This is an optimization exercise on Yosys and OpenROAD, whose aim is small area, a short achievable clock period and few clock cycles per item, not a production implementation. Function was checked by simulation only, so behaviour that the tests miss may differ from the original. No activity file was given, so power comes from the tool's default toggle rates.

[flow/standard.sh]
#!/bin/bash
# synth_recipe.tcl (not shown) runs the flow's synth.tcl, then flattens the netlist and writes it again
# the make line also repeats each setting of config.mk as NAME=value (left out here)
make -C /OpenROAD-flow-scripts/flow DESIGN_CONFIG=/design/flow/config.mk WORK_HOME=/design/flow/orfs CLKGATE_MAP_FILE= SYNTH_SCRIPT=/design/flow/synth_recipe.tcl "${@:-finish}"
[flow/design.v]
module sig_16_hw #(parameter K=16,DWIDTH=32,EXPONENT_WIDTH=8, BIAS=8'd127)(input [DWIDTH-1:0] x_in,input clk,start,rst,output reg valid, output [DWIDTH-1:0] y_out);
wire [3:0] idxo;
wire       sp;
reg  [3:0] idx_q;
reg        sp_q, s_q;
always @(posedge clk)
begin
	idx_q <= idxo;
	sp_q  <= sp;
	s_q   <= x_in[31];
	if (rst)
		valid <= 1'b0;
	else
		valid <= start;
end
wire pa_n38, pa_n39, pa_n40, pa_n41, pa_n42, pa_n43, pa_n44, pa_n45, pa_n46, pa_n47, pa_n48, pa_n49, pa_n50, pa_n51, pa_n52, pa_n53, pa_n54, pa_n55, pa_n56, pa_n57, pa_n58, pa_n59, pa_n60, pa_n61, pa_n62, pa_n63, pa_n64, pa_n65, pa_n66, pa_n67, pa_n68, pa_n69, pa_n70, pa_n71, pa_n72, pa_n73, pa_n74, pa_n75, pa_n76, pa_n77, pa_n78, pa_n79, pa_n80, pa_n81, pa_n82, pa_n83, pa_n84, pa_n85, pa_n86, pa_n87, pa_n88, pa_n89, pa_n90, pa_n91, pa_n92, pa_n93, pa_n94, pa_n95, pa_n96, pa_n97, pa_n98, pa_n99, pa_n100, pa_n101, pa_n102, pa_n103, pa_n104, pa_n105, pa_n106, pa_n107, pa_n108, pa_n109, pa_n110, pa_n111, pa_n112, pa_n113, pa_n114, pa_n115, pa_n116, pa_n117, pa_n118, pa_n119, pa_n120, pa_n121, pa_n122, pa_n123, pa_n124, pa_n125, pa_n126, pa_n127, pa_n128, pa_n129, pa_n130, pa_n131, pa_n132, pa_n133, pa_n134, pa_n135, pa_n136, pa_n137, pa_n138, pa_n139, pa_n140, pa_n142, pa_n143, pa_n144, pa_n145, pa_n146, pa_n147, pa_n148, pa_n149, pa_n150, pa_n152, pa_n154, pa_n156, pa_n157;
assign pa_n38 = ~x_in[21]& ~x_in[22];
assign pa_n39 = ~x_in[18]& ~x_in[19];
assign pa_n40 = x_in[20]& ~pa_n39;
assign pa_n41 = pa_n38 & ~pa_n40;
assign pa_n42 = x_in[23]& ~pa_n41;
assign pa_n43 = x_in[21]& x_in[22];
assign pa_n44 = ~pa_n41 & ~pa_n43;
assign pa_n45 = x_in[24]& ~pa_n44;
assign pa_n46 = ~pa_n42 & ~pa_n45;
assign pa_n47 = ~x_in[19]& pa_n38;
assign pa_n48 = ~x_in[16]& ~x_in[17];
assign pa_n49 = pa_n47 & pa_n48;
assign pa_n50 = pa_n42 & ~pa_n49;
assign pa_n51 = x_in[16]& x_in[17];
assign pa_n52 = ~x_in[18]& ~pa_n51;
assign pa_n53 = x_in[21]& ~x_in[22];
assign pa_n54 = x_in[19]& x_in[20];
assign pa_n55 = pa_n53 & pa_n54;
assign pa_n56 = ~pa_n52 & pa_n55;
assign pa_n57 = ~x_in[21]& x_in[22];
assign pa_n58 = x_in[24]& ~pa_n57;
assign pa_n59 = ~pa_n56 & pa_n58;
assign pa_n60 = pa_n50 & pa_n59;
assign pa_n61 = x_in[25]& x_in[26];
assign pa_n62 = x_in[27]& x_in[28];
assign pa_n63 = x_in[29]& pa_n62;
assign pa_n64 = pa_n61 & pa_n63;
assign pa_n65 = ~pa_n60 & pa_n64;
assign pa_n66 = ~pa_n46 & pa_n65;
assign pa_n67 = x_in[18]& pa_n51;
assign pa_n68 = ~x_in[21]& ~pa_n67;
assign pa_n69 = ~x_in[15]& ~x_in[18];
assign pa_n70 = pa_n48 & pa_n69;
assign pa_n71 = x_in[19]& ~pa_n70;
assign pa_n72 = ~pa_n68 & pa_n71;
assign pa_n73 = ~x_in[20]& ~pa_n72;
assign pa_n74 = ~pa_n38 & ~pa_n73;
assign pa_n75 = ~x_in[24]& ~x_in[25];
assign pa_n76 = ~x_in[26]& ~x_in[27];
assign pa_n77 = ~x_in[28]& ~x_in[29];
assign pa_n78 = pa_n76 & pa_n77;
assign pa_n79 = pa_n75 & pa_n78;
assign pa_n80 = ~x_in[23]& pa_n79;
assign pa_n81 = ~x_in[19]& ~x_in[20];
assign pa_n82 = pa_n52 & pa_n81;
assign pa_n83 = x_in[15]& x_in[16];
assign pa_n84 = ~x_in[17]& ~pa_n83;
assign pa_n85 = pa_n47 & pa_n84;
assign pa_n86 = ~pa_n41 & ~pa_n85;
assign pa_n87 = ~pa_n82 & ~pa_n86;
assign pa_n88 = pa_n80 & ~pa_n87;
assign pa_n89 = ~pa_n43 & pa_n88;
assign pa_n90 = ~pa_n74 & pa_n89;
assign pa_n91 = ~x_in[15]& ~x_in[16];
assign pa_n92 = x_in[17]& ~pa_n91;
assign pa_n93 = pa_n82 & ~pa_n92;
assign pa_n94 = pa_n43 & ~pa_n93;
assign pa_n95 = pa_n80 & ~pa_n94;
assign pa_n96 = pa_n56 & ~pa_n69;
assign pa_n97 = ~x_in[22]& ~pa_n96;
assign pa_n98 = pa_n86 & pa_n97;
assign pa_n99 = pa_n95 & ~pa_n98;
assign pa_n100 = pa_n53 & pa_n99;
assign pa_n101 = x_in[30]& ~pa_n100;
assign pa_n102 = ~pa_n90 & pa_n101;
assign pa_n103 = ~pa_n66 & ~pa_n102;
assign pa_n104 = pa_n86 & pa_n95;
assign pa_n105 = x_in[30]& ~pa_n104;
assign pa_n106 = ~x_in[19]& ~pa_n92;
assign pa_n107 = pa_n40 & ~pa_n106;
assign pa_n108 = pa_n88 & ~pa_n107;
assign pa_n109 = ~x_in[4]& ~x_in[5];
assign pa_n110 = ~x_in[6]& ~x_in[7];
assign pa_n111 = pa_n109 & pa_n110;
assign pa_n112 = ~x_in[0]& ~x_in[1];
assign pa_n113 = ~x_in[2]& ~x_in[3];
assign pa_n114 = pa_n112 & pa_n113;
assign pa_n115 = pa_n111 & pa_n114;
assign pa_n116 = ~x_in[12]& ~x_in[13];
assign pa_n117 = ~x_in[14]& ~x_in[20];
assign pa_n118 = pa_n116 & pa_n117;
assign pa_n119 = ~x_in[8]& ~x_in[9];
assign pa_n120 = ~x_in[10]& ~x_in[11];
assign pa_n121 = pa_n119 & pa_n120;
assign pa_n122 = pa_n118 & pa_n121;
assign pa_n123 = pa_n47 & pa_n70;
assign pa_n124 = pa_n122 & pa_n123;
assign pa_n125 = pa_n115 & pa_n124;
assign pa_n126 = x_in[24]& pa_n64;
assign pa_n127 = x_in[23]& pa_n126;
assign pa_n128 = ~pa_n125 & pa_n127;
assign pa_n129 = ~pa_n108 & ~pa_n128;
assign pa_n130 = pa_n105 & ~pa_n129;
assign pa_n131 = x_in[14]& pa_n83;
assign pa_n132 = ~x_in[17]& ~pa_n131;
assign pa_n133 = x_in[18]& ~pa_n132;
assign pa_n134 = pa_n81 & ~pa_n133;
assign pa_n135 = x_in[23]& ~pa_n134;
assign pa_n136 = x_in[20]& ~pa_n84;
assign pa_n137 = pa_n41 & pa_n79;
assign pa_n138 = ~pa_n136 & pa_n137;
assign pa_n139 = pa_n135 & pa_n138;
assign pa_n140 = ~pa_n130 & ~pa_n139;
assign idxo[0]= ~pa_n103 & pa_n140;
assign pa_n142 = x_in[23]& ~pa_n38;
assign pa_n143 = pa_n79 & ~pa_n142;
assign pa_n144 = ~pa_n135 & pa_n143;
assign pa_n145 = ~pa_n99 & pa_n144;
assign pa_n146 = x_in[30]& ~pa_n145;
assign pa_n147 = ~pa_n43 & pa_n50;
assign pa_n148 = ~x_in[23]& pa_n41;
assign pa_n149 = pa_n126 & ~pa_n148;
assign pa_n150 = ~pa_n147 & pa_n149;
assign idxo[1]= pa_n146 | pa_n150;
assign pa_n152 = pa_n50 & pa_n126;
assign idxo[2]= pa_n105 | pa_n152;
assign pa_n154 = pa_n80 & ~pa_n86;
assign idxo[3]= x_in[30]& ~pa_n154;
assign pa_n156 = ~x_in[30]& ~pa_n80;
assign pa_n157 = x_in[30]& pa_n143;
assign sp = ~pa_n156 & ~pa_n157;
wire pb_n40, pb_n41, pb_n42, pb_n43, pb_n44, pb_n45, pb_n46, pb_n47, pb_n48, pb_n49, pb_n50, pb_n52, pb_n53, pb_n54, pb_n55, pb_n56, pb_n57, pb_n58, pb_n59, pb_n60, pb_n61, pb_n62, pb_n64, pb_n65, pb_n66, pb_n67, pb_n68, pb_n69, pb_n70, pb_n71, pb_n72, pb_n73, pb_n74, pb_n75, pb_n76, pb_n77, pb_n79, pb_n80, pb_n81, pb_n82, pb_n83, pb_n84, pb_n86, pb_n87, pb_n88, pb_n89, pb_n90, pb_n91, pb_n92, pb_n93, pb_n94, pb_n95, pb_n96, pb_n97, pb_n98, pb_n99, pb_n101, pb_n102, pb_n103, pb_n104, pb_n105, pb_n106, pb_n107, pb_n108, pb_n109, pb_n110, pb_n111, pb_n112, pb_n113, pb_n114, pb_n116, pb_n117, pb_n118, pb_n119, pb_n120, pb_n121, pb_n122, pb_n123, pb_n124, pb_n126, pb_n127, pb_n128, pb_n129, pb_n130, pb_n131, pb_n132, pb_n133, pb_n134, pb_n135, pb_n136, pb_n137, pb_n139, pb_n140, pb_n141, pb_n142, pb_n143, pb_n144, pb_n145, pb_n146, pb_n148, pb_n149, pb_n150, pb_n151, pb_n153, pb_n154, pb_n155, pb_n156, pb_n157, pb_n158, pb_n159, pb_n160, pb_n162, pb_n163, pb_n164, pb_n165, pb_n166, pb_n168, pb_n169, pb_n170, pb_n171, pb_n172, pb_n173, pb_n174, pb_n175, pb_n176, pb_n177, pb_n178, pb_n179, pb_n181, pb_n182, pb_n183, pb_n184, pb_n185, pb_n186, pb_n187, pb_n188, pb_n189, pb_n190, pb_n192, pb_n193, pb_n194, pb_n195, pb_n196, pb_n198, pb_n199, pb_n200, pb_n201, pb_n202, pb_n203, pb_n205, pb_n206, pb_n207, pb_n208, pb_n209, pb_n210, pb_n211, pb_n213, pb_n214, pb_n215, pb_n216, pb_n218, pb_n219, pb_n220, pb_n222, pb_n223, pb_n224, pb_n225, pb_n226, pb_n228, pb_n229, pb_n230, pb_n232, pb_n233, pb_n234, pb_n235, pb_n236, pb_n238, pb_n239, pb_n240, pb_n242, pb_n244, pb_n245, pb_n246, pb_n247, pb_n248, pb_n250, pb_n251, pb_n254, pb_n255;
assign pb_n40 = idx_q[0]& ~idx_q[2];
assign pb_n41 = ~idx_q[1]& pb_n40;
assign pb_n42 = ~idx_q[3]& ~pb_n41;
assign pb_n43 = ~idx_q[0]& idx_q[2];
assign pb_n44 = idx_q[1]& ~pb_n43;
assign pb_n45 = pb_n42 & ~pb_n44;
assign pb_n46 = idx_q[1]& idx_q[3];
assign pb_n47 = ~s_q & ~pb_n46;
assign pb_n48 = ~idx_q[2]& idx_q[3];
assign pb_n49 = ~sp_q & ~pb_n48;
assign pb_n50 = pb_n47 & pb_n49;
assign y_out[0]= ~pb_n45 & pb_n50;
assign pb_n52 = ~idx_q[0]& ~idx_q[2];
assign pb_n53 = ~idx_q[1]& pb_n52;
assign pb_n54 = ~s_q & ~pb_n53;
assign pb_n55 = idx_q[0]& idx_q[1];
assign pb_n56 = pb_n48 & pb_n55;
assign pb_n57 = pb_n54 & ~pb_n56;
assign pb_n58 = ~idx_q[0]& ~idx_q[1];
assign pb_n59 = ~idx_q[2]& ~idx_q[3];
assign pb_n60 = ~pb_n58 & pb_n59;
assign pb_n61 = s_q & ~pb_n60;
assign pb_n62 = ~sp_q & ~pb_n61;
assign y_out[1]= ~pb_n57 & pb_n62;
assign pb_n64 = s_q & ~sp_q;
assign pb_n65 = pb_n59 & pb_n64;
assign pb_n66 = idx_q[2]& ~pb_n55;
assign pb_n67 = idx_q[3]& pb_n66;
assign pb_n68 = ~s_q & ~sp_q;
assign pb_n69 = ~pb_n40 & pb_n68;
assign pb_n70 = ~pb_n67 & pb_n69;
assign pb_n71 = idx_q[0]& idx_q[2];
assign pb_n72 = ~idx_q[1]& pb_n71;
assign pb_n73 = ~idx_q[3]& ~pb_n52;
assign pb_n74 = ~pb_n72 & pb_n73;
assign pb_n75 = pb_n48 & ~pb_n58;
assign pb_n76 = ~pb_n74 & ~pb_n75;
assign pb_n77 = pb_n70 & pb_n76;
assign y_out[2]= pb_n65 | pb_n77;
assign pb_n79 = ~idx_q[1]& idx_q[3];
assign pb_n80 = idx_q[0]& pb_n79;
assign pb_n81 = pb_n68 & ~pb_n80;
assign pb_n82 = pb_n64 & pb_n73;
assign pb_n83 = ~pb_n81 & ~pb_n82;
assign pb_n84 = ~idx_q[3]& pb_n66;
assign y_out[3]= ~pb_n83 & ~pb_n84;
assign pb_n86 = ~idx_q[0]& idx_q[1];
assign pb_n87 = ~pb_n43 & ~pb_n86;
assign pb_n88 = idx_q[2]& ~idx_q[3];
assign pb_n89 = ~idx_q[0]& idx_q[3];
assign pb_n90 = ~pb_n88 & ~pb_n89;
assign pb_n91 = pb_n87 & ~pb_n90;
assign pb_n92 = pb_n64 & pb_n91;
assign pb_n93 = idx_q[1]& idx_q[2];
assign pb_n94 = pb_n42 & ~pb_n93;
assign pb_n95 = pb_n68 & ~pb_n94;
assign pb_n96 = idx_q[3]& ~pb_n52;
assign pb_n97 = ~pb_n71 & pb_n96;
assign pb_n98 = ~pb_n55 & ~pb_n97;
assign pb_n99 = pb_n95 & pb_n98;
assign y_out[4]= pb_n92 | pb_n99;
assign pb_n101 = ~idx_q[2]& pb_n55;
assign pb_n102 = ~pb_n46 & ~pb_n48;
assign pb_n103 = ~pb_n101 & ~pb_n102;
assign pb_n104 = ~pb_n41 & ~pb_n43;
assign pb_n105 = ~idx_q[3]& ~pb_n104;
assign pb_n106 = ~pb_n103 & ~pb_n105;
assign pb_n107 = s_q & ~pb_n106;
assign pb_n108 = ~pb_n43 & ~pb_n58;
assign pb_n109 = ~pb_n101 & pb_n108;
assign pb_n110 = ~s_q & ~idx_q[3];
assign pb_n111 = pb_n109 & pb_n110;
assign pb_n112 = ~pb_n50 & ~pb_n64;
assign pb_n113 = ~pb_n70 & pb_n112;
assign pb_n114 = ~pb_n111 & ~pb_n113;
assign y_out[5]= ~pb_n107 & pb_n114;
assign pb_n116 = idx_q[1]& ~idx_q[3];
assign pb_n117 = idx_q[0]& pb_n116;
assign pb_n118 = ~idx_q[1]& ~idx_q[3];
assign pb_n119 = ~idx_q[0]& pb_n118;
assign pb_n120 = pb_n64 & ~pb_n119;
assign pb_n121 = ~pb_n117 & pb_n120;
assign pb_n122 = ~pb_n103 & pb_n121;
assign pb_n123 = ~idx_q[1]& ~idx_q[2];
assign pb_n124 = pb_n70 & ~pb_n123;
assign y_out[6]= pb_n122 | pb_n124;
assign pb_n126 = ~pb_n86 & pb_n102;
assign pb_n127 = pb_n43 & pb_n118;
assign pb_n128 = pb_n46 & pb_n52;
assign pb_n129 = s_q & ~pb_n128;
assign pb_n130 = ~pb_n127 & pb_n129;
assign pb_n131 = ~pb_n126 & pb_n130;
assign pb_n132 = idx_q[3]& pb_n71;
assign pb_n133 = ~pb_n52 & pb_n118;
assign pb_n134 = ~pb_n132 & ~pb_n133;
assign pb_n135 = idx_q[2]& pb_n134;
assign pb_n136 = pb_n54 & ~pb_n135;
assign pb_n137 = ~sp_q & ~pb_n136;
assign y_out[7]= ~pb_n131 & pb_n137;
assign pb_n139 = ~pb_n59 & pb_n68;
assign pb_n140 = ~pb_n95 & ~pb_n139;
assign pb_n141 = ~pb_n44 & ~pb_n102;
assign pb_n142 = ~pb_n140 & ~pb_n141;
assign pb_n143 = idx_q[3]& pb_n41;
assign pb_n144 = pb_n64 & ~pb_n143;
assign pb_n145 = ~pb_n45 & ~pb_n89;
assign pb_n146 = pb_n144 & pb_n145;
assign y_out[8]= pb_n142 | pb_n146;
assign pb_n148 = idx_q[3]& ~pb_n109;
assign pb_n149 = ~pb_n94 & ~pb_n148;
assign pb_n150 = pb_n64 & ~pb_n149;
assign pb_n151 = pb_n68 & ~pb_n98;
assign y_out[9]= pb_n150 | pb_n151;
assign pb_n153 = pb_n64 & ~pb_n128;
assign pb_n154 = ~pb_n79 & ~pb_n88;
assign pb_n155 = ~pb_n117 & pb_n154;
assign pb_n156 = pb_n153 & pb_n155;
assign pb_n157 = ~idx_q[3]& ~pb_n53;
assign pb_n158 = ~pb_n101 & pb_n157;
assign pb_n159 = ~pb_n56 & pb_n68;
assign pb_n160 = ~pb_n158 & pb_n159;
assign y_out[10]= pb_n156 | pb_n160;
assign pb_n162 = ~idx_q[2]& ~pb_n80;
assign pb_n163 = pb_n121 & pb_n162;
assign pb_n164 = pb_n40 & pb_n81;
assign pb_n165 = pb_n64 & pb_n66;
assign pb_n166 = ~pb_n164 & ~pb_n165;
assign y_out[11]= pb_n163 | ~pb_n166;
assign pb_n168 = pb_n55 & pb_n88;
assign pb_n169 = pb_n68 & ~pb_n168;
assign pb_n170 = pb_n87 & pb_n169;
assign pb_n171 = ~pb_n89 & ~pb_n103;
assign pb_n172 = idx_q[2]& pb_n79;
assign pb_n173 = ~pb_n108 & ~pb_n172;
assign pb_n174 = ~pb_n171 & ~pb_n173;
assign pb_n175 = ~pb_n41 & ~pb_n117;
assign pb_n176 = ~idx_q[2]& pb_n46;
assign pb_n177 = pb_n64 & ~pb_n176;
assign pb_n178 = pb_n175 & pb_n177;
assign pb_n179 = ~pb_n174 & pb_n178;
assign y_out[12]= pb_n170 | pb_n179;
assign pb_n181 = ~pb_n71 & pb_n116;
assign pb_n182 = ~pb_n72 & ~pb_n181;
assign pb_n183 = ~pb_n46 & pb_n52;
assign pb_n184 = ~pb_n119 & ~pb_n183;
assign pb_n185 = pb_n169 & pb_n184;
assign pb_n186 = ~pb_n182 & pb_n185;
assign pb_n187 = ~pb_n80 & pb_n123;
assign pb_n188 = pb_n64 & ~pb_n187;
assign pb_n189 = ~pb_n67 & ~pb_n101;
assign pb_n190 = pb_n188 & pb_n189;
assign y_out[13]= pb_n186 | pb_n190;
assign pb_n192 = ~pb_n58 & pb_n84;
assign pb_n193 = pb_n69 & ~pb_n192;
assign pb_n194 = idx_q[0]& pb_n94;
assign pb_n195 = pb_n64 & ~pb_n174;
assign pb_n196 = ~pb_n194 & pb_n195;
assign y_out[14]= pb_n193 | pb_n196;
assign pb_n198 = ~pb_n71 & pb_n158;
assign pb_n199 = idx_q[2]& pb_n89;
assign pb_n200 = pb_n47 & ~pb_n199;
assign pb_n201 = ~pb_n198 & pb_n200;
assign pb_n202 = pb_n130 & pb_n175;
assign pb_n203 = ~sp_q & ~pb_n202;
assign y_out[15]= ~pb_n201 & pb_n203;
assign pb_n205 = ~pb_n93 & pb_n198;
assign pb_n206 = ~pb_n52 & ~pb_n102;
assign pb_n207 = pb_n64 & ~pb_n206;
assign pb_n208 = ~pb_n205 & pb_n207;
assign pb_n209 = ~idx_q[0]& ~pb_n102;
assign pb_n210 = pb_n68 & ~pb_n116;
assign pb_n211 = ~pb_n209 & pb_n210;
assign y_out[16]= pb_n208 | pb_n211;
assign pb_n213 = pb_n95 & pb_n171;
assign pb_n214 = idx_q[2]& pb_n171;
assign pb_n215 = ~pb_n194 & pb_n214;
assign pb_n216 = pb_n188 & ~pb_n215;
assign y_out[17]= pb_n213 | pb_n216;
assign pb_n218 = ~idx_q[1]& ~pb_n91;
assign pb_n219 = pb_n68 & ~pb_n218;
assign pb_n220 = pb_n134 & pb_n153;
assign y_out[18]= pb_n219 | pb_n220;
assign pb_n222 = idx_q[0]& pb_n88;
assign pb_n223 = pb_n68 & ~pb_n75;
assign pb_n224 = ~pb_n222 & pb_n223;
assign pb_n225 = ~pb_n172 & ~pb_n181;
assign pb_n226 = pb_n177 & pb_n225;
assign y_out[19]= pb_n224 | pb_n226;
assign pb_n228 = ~idx_q[3]& ~pb_n127;
assign pb_n229 = pb_n64 & ~pb_n228;
assign pb_n230 = pb_n98 & pb_n229;
assign y_out[20]= pb_n185 | pb_n230;
assign pb_n232 = ~pb_n44 & pb_n110;
assign pb_n233 = ~sp_q & ~pb_n132;
assign pb_n234 = ~pb_n74 & pb_n233;
assign pb_n235 = ~pb_n148 & pb_n234;
assign pb_n236 = ~pb_n68 & ~pb_n235;
assign y_out[21]= ~pb_n232 & ~pb_n236;
assign pb_n238 = idx_q[3]& pb_n104;
assign pb_n239 = pb_n64 & pb_n182;
assign pb_n240 = ~pb_n238 & pb_n239;
assign y_out[30]= sp_q & pb_n86;
assign pb_n242 = ~pb_n139 & ~y_out[30];
assign y_out[22]= pb_n240 | ~pb_n242;
assign pb_n244 = ~pb_n46 & ~pb_n84;
assign pb_n245 = pb_n144 & pb_n244;
assign pb_n246 = sp_q & idx_q[0];
assign pb_n247 = ~s_q & pb_n246;
assign pb_n248 = ~y_out[30]& ~pb_n247;
assign y_out[23]= pb_n245 | ~pb_n248;
assign pb_n250 = pb_n49 & ~pb_n168;
assign pb_n251 = ~pb_n246 & ~pb_n250;
assign y_out[24]= ~s_q | pb_n251;
assign y_out[26]= ~s_q | ~pb_n246;
assign pb_n254 = ~idx_q[3]& ~pb_n168;
assign pb_n255 = pb_n64 & ~pb_n254;
assign y_out[25]= y_out[26]& ~pb_n255;
assign y_out[31]= 1'b0;
assign y_out[27]= y_out[26];
assign y_out[28]= y_out[26];
assign y_out[29]= y_out[26];
endmodule
[flow/config.mk]
export PLATFORM = sky130hd
export DESIGN_NAME = sig_16_hw
export DESIGN_NICKNAME = sig_16_hw
export VERILOG_FILES = /design/flow/design.v
export SDC_FILE = /design/flow/constraint.sdc
export NUM_CORES = 4
export LEC_CHECK = 0
export ABC_AREA = 1
export CAP_MARGIN = 20
export CORE_MARGIN = 2
export CORE_UTILIZATION = 40
export CTS_BUF_LIST = sky130_fd_sc_hd__clkbuf_4
export CTS_CLUSTER_DIAMETER = 200
export CTS_CLUSTER_SIZE = 20
export PLACE_DENSITY = 0.6
export SLEW_MARGIN = 20
[flow/flow/run.sh]
#!/bin/bash
# The standard layout, with the smallest buffer on the ports instead of
# the delay buffer buffer_ports would pick by itself, and timing repair
# aiming at a shorter period than the clock's.
set -euo pipefail
export BUFFER_PORTS_ARGS="-buffer_cell sky130_fd_sc_hd__buf_1"
export SETUP_SLACK_MARGIN=6.1
bash standard.sh > standard.log 2>&1
[flow/constraint.sdc]
create_clock -name core_clock -period 10.0 [get_ports {clk}]
set_input_delay 2.0000 -clock core_clock [delete_from_list [all_inputs] [get_ports {clk}]]
set_output_delay 2.0000 -clock core_clock [all_outputs]
set_load 0.01 [all_outputs]
==> impl_results.html <==
<table>
<tr><th>Metric</th><th>Value</th></tr>
<tr><th colspan="2">CTS</th></tr>
<tr><td>Num Clock Sinks</td><td>7</td></tr>
<tr><td>Count of H-tree levels built during CTS</td><td>1</td></tr>
<tr><td>Clock root cell</td><td>sky130_fd_sc_hd__clkbuf_4</td></tr>
<tr><td>TritonCTS clock tree</td><td>done</td></tr>
<tr><td>Clock-pin slew on the worst setup and hold paths</td><td>0.05 ns</td></tr>
<tr><td>Cts bufs inserted</td><td>3</td></tr>
<tr><td>Post-CTS Hold Buffers</td><td>0</td></tr>
<tr><td>Number of buffers on the longest clock path</td><td>2</td></tr>
<tr><th colspan="2">Drt</th></tr>
<tr><td>Detail-routed net length per standard cell</td><td>13.5 um</td></tr>
<tr><td>Total wire length after detailed routing</td><td>5550 um</td></tr>
<tr><td>Via Count</td><td>2,264</td></tr>
<tr><td>Final routed DRC violation total</td><td>0</td></tr>
<tr><td>First-iteration detailed-routing DRC count</td><td>294</td></tr>
<tr><td>1st-pass router iterations</td><td>9</td></tr>
<tr><td>Post-DR vias/cell</td><td>5.52</td></tr>
<tr><td>Remaining antenna violation count</td><td>0</td></tr>
<tr><th colspan="2">Floorplan</th></tr>
<tr><td>Area of the die</td><td>0.00424 mm2</td></tr>
<tr><td>Starting utilization of the core area</td><td>0.412</td></tr>
<tr><td>Die W</td><td>65.1 um</td></tr>
<tr><td>Total core area</td><td>0.00363 mm2</td></tr>
<tr><td>Io pins</td><td>68</td></tr>
<tr><td>Y dimension of the die</td><td>65.1 um</td></tr>
<tr><td>Row Count</td><td>22</td></tr>
<tr><th colspan="2">Critical path</th></tr>
<tr><td>Critical path's largest stage delay</td><td>0.47 ns</td></tr>
<tr><td>Cell type group with the largest total delay on the critical path</td><td>simple AND/OR/NAND/NOR gates</td></tr>
<tr><td>Critical path cell sequence</td><td>nand2_2 -&gt; inv_2 -&gt; nand2_1 -&gt; nand2_1 -&gt; nand2_1 -&gt; o21ai_2 -&gt; nand3_1 -&gt; o21ai_1 -&gt; buf_1</td></tr>
<tr><td>Worst EP required</td><td>8.00 ns</td></tr>
<tr><td>Number of gates on the worst path with buffers counted</td><td>9</td></tr>
<tr><td>WS Path Type</td><td>reg -&gt; out</td></tr>
<tr><td>Critical path capture point type</td><td>output port</td></tr>
<tr><td>Cell with the biggest individual delay on the critical path</td><td>sky130_fd_sc_hd__dfxtp_1</td></tr>
<tr><td>Cell repeated most along the worst path</td><td>sky130_fd_sc_hd__nand2_1</td></tr>
<tr><td>Worst path buffer plus inverter count</td><td>2</td></tr>
<tr><td>Critical Path Start Type</td><td>flip-flop</td></tr>
<tr><td>Critical path arrival</td><td>1.87 ns</td></tr>
<tr><td>Worst Path Max Fanout</td><td>6</td></tr>
<tr><th colspan="2">Global routing</th></tr>
<tr><td>Wire length of the first global-routing pass</td><td>9020 um</td></tr>
<tr><td>Antenna violations before repair</td><td>0</td></tr>
<tr><td>Gr ovfl total</td><td>0</td></tr>
<tr><td>Overall Global Routing Usage</td><td>0.269</td></tr>
<tr><td>Pin count of the biggest net entering global routing</td><td>14</td></tr>
<tr><td>Via count of the first global-routing pass</td><td>2,143</td></tr>
<tr><th colspan="2">Power and ir drop</th></tr>
<tr><td>Total Power</td><td>0.140 mW</td></tr>
<tr><td>Power per unit of standard cell area</td><td>76.4 mW/mm2</td></tr>
<tr><td>Clock power frac</td><td>0.196</td></tr>
<tr><td>Switching share of power</td><td>0.479</td></tr>
<tr><td>Relative contribution of combinational cells to total power</td><td>0.562</td></tr>
<tr><td>Pint</td><td>0.0728 mW</td></tr>
<tr><td>P_sw</td><td>0.0670 mW</td></tr>
<tr><td>Fraction of power consumed by sequential logic</td><td>0.242</td></tr>
<tr><td>Worst IR Drop VDD</td><td>0.0633 mV</td></tr>
<tr><td>Leakage power</td><td>0.863 nW</td></tr>
<tr><th colspan="2">Synthesis</th></tr>
<tr><td>Async set-reset flop share out of synthesis</td><td>0</td></tr>
<tr><td>Proportion of netlist area held by the largest area contributor</td><td>0.186</td></tr>
<tr><td>Number of instances in the synthesized netlist</td><td>296</td></tr>
<tr><td>Distinct cell type count after synthesis</td><td>33</td></tr>
<tr><td>Post-synthesis average cell area</td><td>5.05 um2</td></tr>
<tr><td>Biggest area consumer among synthesized cells</td><td>sky130_fd_sc_hd__nand2_1</td></tr>
<tr><td>Post-Syn Area</td><td>0.00150 mm2</td></tr>
<tr><td>Commonest register cell after synthesis</td><td>sky130_fd_sc_hd__dfxtp_1</td></tr>
<tr><td>Flip-flop and latch count after synthesis</td><td>7</td></tr>
<tr><td>Dominant cells by area after synthesis</td><td>sky130_fd_sc_hd__nand2_1 (19%), sky130_fd_sc_hd__nor2_1 (12%), sky130_fd_sc_hd__nand3_1 (10%), sky130_fd_sc_hd__inv_1 (9.5%), sky130_fd_sc_hd__dfxtp_1 (9.4%)</td></tr>
<tr><td>Register area share after synthesis</td><td>0.0937</td></tr>
<tr><td>Most instantiated cells after synthesis</td><td>sky130_fd_sc_hd__nand2_1 (74), sky130_fd_sc_hd__nor2_1 (47), sky130_fd_sc_hd__inv_1 (38)</td></tr>
<tr><td>Post-synth EDFFs</td><td>0</td></tr>
<tr><td>YS warnings</td><td>1</td></tr>
<tr><td>Most frequently used cell type in the post-synthesis netlist</td><td>sky130_fd_sc_hd__nand2_1</td></tr>
<tr><td>Total nets after synthesis</td><td>331</td></tr>
<tr><th colspan="2">Timing</th></tr>
<tr><td>Number of max-slew violations in the final report</td><td>0</td></tr>
<tr><td>Unrepaired setup endpoints after global routing</td><td>true</td></tr>
<tr><td>Sum Neg Setup Slack</td><td>0 ns</td></tr>
<tr><td>Number of setup violations in the final report</td><td>0</td></tr>
<tr><td>Final worst setup slack</td><td>6.13 ns</td></tr>
<tr><td>Achievable frequency</td><td>258 MHz</td></tr>
<tr><td>Worst-case hold slack</td><td>1.85 ns</td></tr>
<tr><td>Tcrit/Tclk final</td><td>0.387</td></tr>
<tr><td>Number of hold violations in the final report</td><td>0</td></tr>
<tr><td>Time the worst path needs with I/O delays and setup</td><td>3.87 ns</td></tr>
<tr><th colspan="2">Cells and area</th></tr>
<tr><td>Non-filler cells, final</td><td>410</td></tr>
<tr><td>Fraction of final layout cells with drive strength greater than 1</td><td>0.0912</td></tr>
<tr><td>Area Overhead vs Synth</td><td>22.3%</td></tr>
<tr><td>Total number of nets in the final design</td><td>398</td></tr>
<tr><td>Core occupancy in the finished layout</td><td>0.503</td></tr>
<tr><td>Number of antenna diodes</td><td>0</td></tr>
<tr><td>Number of inserted filler cells in the final layout</td><td>418</td></tr>
<tr><td>Design area</td><td>0.00183 mm2</td></tr>
<tr><th colspan="2">Run</th></tr>
<tr><td>Max-capacitance violation count</td><td>0</td></tr>
<tr><th colspan="2">Run status</th></tr>
<tr><td>Status</td><td>no timing/DRC/antenna violations</td></tr>
<tr><th colspan="2">Hold path</th></tr>
<tr><td>Hold Path Stages</td><td>1</td></tr>
<tr><td>HP Class</td><td>in -&gt; reg</td></tr>
<tr><th colspan="2">Place</th></tr>
<tr><td>Pre-CTS WS</td><td>6.19 ns</td></tr>
<tr><td>Dpl cells</td><td>402</td></tr>
<tr><td>Placer Congestion</td><td>1.00</td></tr>
<tr><td>Port Buffers</td><td>66</td></tr>
<tr><td>DP HPWL</td><td>4520 um</td></tr>
<tr><td>Area post-placement</td><td>0.00175 mm2</td></tr>
</table>
==> per-layer routing <==
| layer | share of wire | track usage | wire, um |
|---|---|---|---|
| met1 | 0.37 | 0.297 | 2070 |
| met4 | 0.055 | 0.154 | 306 |
| met2 | 0.50 | 0.494 | 2760 |
| met3 | 0.075 | 0.0325 | 414 |
| met5 | 0 | 0 | 0 |
==> layout make-up <==
type                            count  area [um2]  area share
Multi-Input combinational cell    235        1130       0.621
Inverter                           46         176      0.0965
Sequential cell                     7         149      0.0815
Tap cell                           48        60.1      0.0329
Clock buffer                        4        30.0      0.0164
Timing Repair Buffer               70         278       0.152
==> power groups by stage <==
stage | sequential [mW] | combinational [mW] | clock, mW
floorplan | 0.0319 | 0.0518 | 0
global placement | 0.0339 | 0.0772 | 0
detailed placement | 0.0340 | 0.0750 | 0
CTS | 0.0336 | 0.0765 | 0.0288
global route | 0.0341 | 0.0867 | 0.0310
finish | 0.0338 | 0.0786 | 0.0274
==> path summary, 6_finish.rpt <==
path	slack [ns]	start	endpoint
max	6.13	idx_q[1]	y_out[12]
min	1.85	x_in[31]	s_q
==> cells by family (layout without fill, tap and decap cells) <==
| group | Yosys count | in the layout | share of synthesized area |
|---|---|---|---|
| buf+inv | 54 | 120 | 0.152 |
| flops | 7 | 7 | 0.0937 |
| compound gates | 66 | 66 | 0.269 |
| other cells | 1 | 1 | 0.00251 |
| simple gates | 168 | 168 | 0.483 |
==> repair_timing <==
| item | 4_1_cts | 5_1_grt |
|---|---|---|
| gates resized for setup | 3 | 8 |
| gates cloned | 0 | 0 |
| buffers inserted | 4 | 0 |
| endpoints found under the setup margin | 10 | 15 |
==> layout by cell type, fill, tap and decap left out, types with 2 or more instances in the layout <==
master                      n
sky130_fd_sc_hd__nor3b_1    2
sky130_fd_sc_hd__dfxtp_4    2
sky130_fd_sc_hd__o21ai_2    3
sky130_fd_sc_hd__buf_4      4
sky130_fd_sc_hd__buf_1     66
sky130_fd_sc_hd__nor3_1     4
sky130_fd_sc_hd__nand4_1    5
sky130_fd_sc_hd__a21o_1     2
sky130_fd_sc_hd__nand3_1   30
sky130_fd_sc_hd__o21ai_1    4
sky130_fd_sc_hd__nor2_4     2
sky130_fd_sc_hd__dfxtp_1    4
sky130_fd_sc_hd__a32o_1     2
sky130_fd_sc_hd__nor2_1    45
sky130_fd_sc_hd__inv_2      8
sky130_fd_sc_hd__nand2_1   73
sky130_fd_sc_hd__nand2_2    4
sky130_fd_sc_hd__clkbuf_4   4
sky130_fd_sc_hd__o211ai_1   5
sky130_fd_sc_hd__a21oi_1   18
sky130_fd_sc_hd__nor2_2     2
sky130_fd_sc_hd__inv_1     37
sky130_fd_sc_hd__o21ai_0   21
==> flip-flops by register name, summed over array words and instances (netlist names) <==
| register | count |
|---|---|
| idx_q | 4 |
| s_q | 1 |
| sp_q | 1 |
| valid | 1 |
Testbench counts, summed over its fixed seeds: cycles 6,392, items 3,200.

[separate check: timing with driven ports]
In the flow no input, the clock included, has a driving cell. The finished layout below was timed again as built, in two steps. Step 1 assumes that a clkbuf_16 drives the clock port and a buf_2 every other input. Step 2, shift: input delay + t, output delay - t, t = (earliest + latest rising clock arrival at the registers) / 2. This alone moves slack from input paths to output paths. Slacks: ideal ports / drivers / drivers and shift; pairs: ideal ports / drivers.
shift t [ns]: 0.257
setup WS [ns]: 6.131 / 6.115 / 6.372
hold slack, ns: 1.847 / 1.854 / 2.111
worst setup path after step 2: register to output
cell pins on the clock port's net: 1
After both steps setup and hold are still met in this run. For this run, drivers alone change the setup slack by -0.016 ns; drivers and shift together by +0.241 ns.
